This is an optimization exercise on Yosys and OpenROAD, whose aim is small area, a short achievable clock period and few clock cycles per item, not a production implementation. At most, simulation tests tie the RTL to the original design; equivalence was not proved. Power figures rest on the tool's default switching activity, not on a simulated workload.

Setup of run F:
==> module w0_pre, before the edit <==
module w0_pre (
    input  logic [15:0] b,
    output logic [15:0] bm,
    output logic        up
);
    logic [14:0] z;    
    always_comb begin
        logic [14:0] t;
        t = {~b[13:0], 1'b1};
        for (int l = 0; l < 4; l++)
            for (int i = 14; i >= 0; i--)
                if ((i >> l) & 1) t[i] = t[i] & t[((i >> l) << l) - 1];
        z = t;
    end
    assign up = (b[15] & ~b[14]) | (b[14] & z[14]);
    assign bm = {b[15], b[14:0] ^ ({15{~b[15] & b[14]}} & z)};
endmodule
export LEC_CHECK = 0
export ABC_AREA = 1
export CAP_MARGIN = 20
export CORE_MARGIN = 2
export CORE_UTILIZATION = 60
export GPL_ROUTABILITY_DRIVEN = 0
export GPL_TIMING_DRIVEN = 1
export SETUP_SLACK_MARGIN = 5
export SLEW_MARGIN = 20
export SYNTH_HIERARCHICAL = 1
export SYNTH_MINIMUM_KEEP_SIZE = 0
create_clock -name core_clock -period 10.0 [get_ports {clk}]
standard.sh (not shown) runs the stock make flow with config.mk's settings and CLKGATE_MAP_FILE= SYNTH_SCRIPT=/design/flow/synth_recipe.tcl, a recipe that flattens the netlist after the stock synthesis.
==> flow/flow/run.sh <==
#!/bin/bash
# Standard layout (the standard.sh, standard synthesis), with the port
# buffers made of sky130 buf_1 cells instead of the default pick (a delay
# buffer). Every port still gets its own buffer. make's full output goes to
# standard.log; ORFS keeps each step's log under orfs/logs.
set -euo pipefail
export BUFFER_PORTS_ARGS="-buffer_cell sky130_fd_sc_hd__buf_1"
bash standard.sh > standard.log 2>&1
Testbench counts of run F, summed over its fixed seeds: cycles 1,600, items 1,600.
Edits applied to the flow inputs when going from run F to run X:
==> flow/design.v, changed modules only <==
module w0_pre (
    input  logic [15:0] b,
    output logic [15:0] bm,
    output logic        up
);
    logic [13:0] z, s;    
    always_comb begin
        logic [13:0] t, u;
        t = {~b[12:0], 1'b1};
        for (int l = 0; l < 4; l++)
            for (int i = 13; i >= 0; i--)
                if ((i >> l) & 1) t[i] = t[i] & t[((i >> l) << l) - 1];
        z = t;
        u = b[13:0];
        for (int l = 0; l < 4; l++)
            for (int j = 13; j >= 0; j--)
                if ((j >> l) & 1) u[13 - j] = u[13 - j] | u[13 - (((j >> l) << l) - 1)];
        s = u;
    end
    assign up = b[15] & (~b[14] | ~s[0]);
    assign bm = {b[15:14], b[13:0] ^ ({14{~b[15] & b[14]}} & z & s)};
endmodule
Findings:
- Changes observed in run X relative to run F: area added between synthesis and finish increased 0.40 points, post-synthesis cell count saw an increase.
- Summary of run X over run F: global-route wire length before repair up about 8%, total non-filler cell area in the finished layout shows an increase of 470 sq um, buffering overhead barely changed.
- Length of routed wiring on met1, run X vs run F: up slightly
- Against run F, final worst-path setup slack in run X came out worse.
Testbench counts of run X, summed over its fixed seeds: cycles 1,600, items 1,600.

--- another note on this design; it stands on its own ---

== lane 1 ==
Design fft4, start of the top module:
module fft4 #(
    parameter int WIDTH = 32
)(
    input logic clk,
    input logic rst,
    input logic start,
    output logic done,
    input logic signed [WIDTH-1:0] in0,
    input logic signed [WIDTH-1:0] in1,
    input logic signed [WIDTH-1:0] in2,
    input logic signed [WIDTH-1:0] in3,
    output logic signed [WIDTH-1:0] out0,
    output logic signed [WIDTH-1:0] out1,
    output logic signed [WIDTH-1:0] out2,
    output logic signed [WIDTH-1:0] out3
);
Size: about 2400 cells after synthesis, roughly 130 flip-flops, ~260 I/O pins, roughly 17000 um2 of cells after synthesis.
==> flow/config.mk <==
export PLATFORM = sky130hd
export DESIGN_NAME = fft4
export DESIGN_NICKNAME = fft4
export VERILOG_FILES = /design/flow/design.v
export SDC_FILE = /design/flow/constraint.sdc
export NUM_CORES = 4
export LEC_CHECK = 0
export ABC_AREA = 1
export CAP_MARGIN = 20
export CORE_MARGIN = 2
export CORE_UTILIZATION = 40
export SETUP_SLACK_MARGIN = 3
export SLEW_MARGIN = 20
==> flow/constraint.sdc <==
create_clock -name core_clock -period 10.0 [get_ports {clk}]
set_input_delay 2.0000 -clock core_clock [delete_from_list [all_inputs] [get_ports {clk}]]
set_output_delay 2.0000 -clock core_clock [all_outputs]
set_load 0.01 [all_outputs]
standard.sh (not shown) runs the stock make flow with config.mk's settings and CLKGATE_MAP_FILE= SYNTH_SCRIPT=/design/flow/synth_recipe.tcl, a recipe that flattens the netlist after the stock synthesis.
==> flow/flow/run.sh <==
#!/bin/bash
# Standard layout (the standard.sh, standard synthesis), with the port
# buffers made of sky130 buf_1 cells instead of the default pick (a delay
# buffer). Every port still gets its own buffer. make's full output goes to
# standard.log; ORFS keeps each step's log under orfs/logs.
set -euo pipefail
export BUFFER_PORTS_ARGS="-buffer_cell sky130_fd_sc_hd__buf_1"
bash standard.sh > standard.log 2>&1
For lane 2, these inputs were changed with respect to lane 1:
Settings: a change of SETUP_SLACK_MARGIN from 3 to 4; a deleted ABC_AREA that had been 1.
Results
Compared with lane 1, in lane 2 proportion of power drawn by the clock network up 1.7 points, initial standard-cell utilization of the core flat, utilization after layout up 3.6 points.
STATUS die area: lane 2 wins against lane 1
Lane 2 vs. lane 1: number of vias per cell went up by 0.23.
Looking at clock period minus worst slack across lane 2 and lane 1, the one that comes out lower is lane 1.
Max maximum resistive drop on vdd across lane 2 and lane 1: lane 1
Taking lane 1 as the reference, in lane 2 layout-stage area growth over the synthesis result went up by 8.6 points; multi-input combinational cell count went down by about 26%.
Lane 2 has number of logic stages on the critical path including buffering below what lane 1 had.
| number of clock-tree buffers in the layout | higher: lane 1 |
Function was not checked in any run of this note: the RTL went through the layout flow alone.

static timing again, ports no longer ideal:
Ports are ideal in the flow. The routed layouts listed here were re-timed in OpenROAD.
Step 1 sets driving cells, clkbuf_16 on the clock port and buf_2 on the other inputs (assumed; they add their load-dependent delay and slew).
Step 2 times the ports against the registers' clock, not the clock port: input delays grow and output delays shrink by t, the midpoint of the rising clock arrivals with the driver on.
a / b / c = no drivers / after step 1 / after step 2; a / b = the first two.
run | t, ns | slack for setup (ns) | clock arrival spread, ns | slew at the worst register clock pin (ns) | pins driven straight from the clock port
run F | 0.468 | 5.238 / 5.254 / 4.798 | 0.015 / 0.015 | 0.07 / 0.07 | 1
run X | 0.476 | 5.223 / 5.226 / 4.754 | 0.017 / 0.017 | 0.07 / 0.07 | 1
lane 1 | 0.477 | 4.137 / 4.084 / 4.212 | 0.011 / 0.011 | 0.07 / 0.07 | 1
lane 2 | 0.475 | 3.964 / 3.911 / 3.752 | 0.012 / 0.012 | 0.07 / 0.07 | 1
After both steps setup and hold are still met in every run listed. The setup slack of run X, which loses most, moves by +0.003 ns with the drivers and by -0.469 ns with both steps.
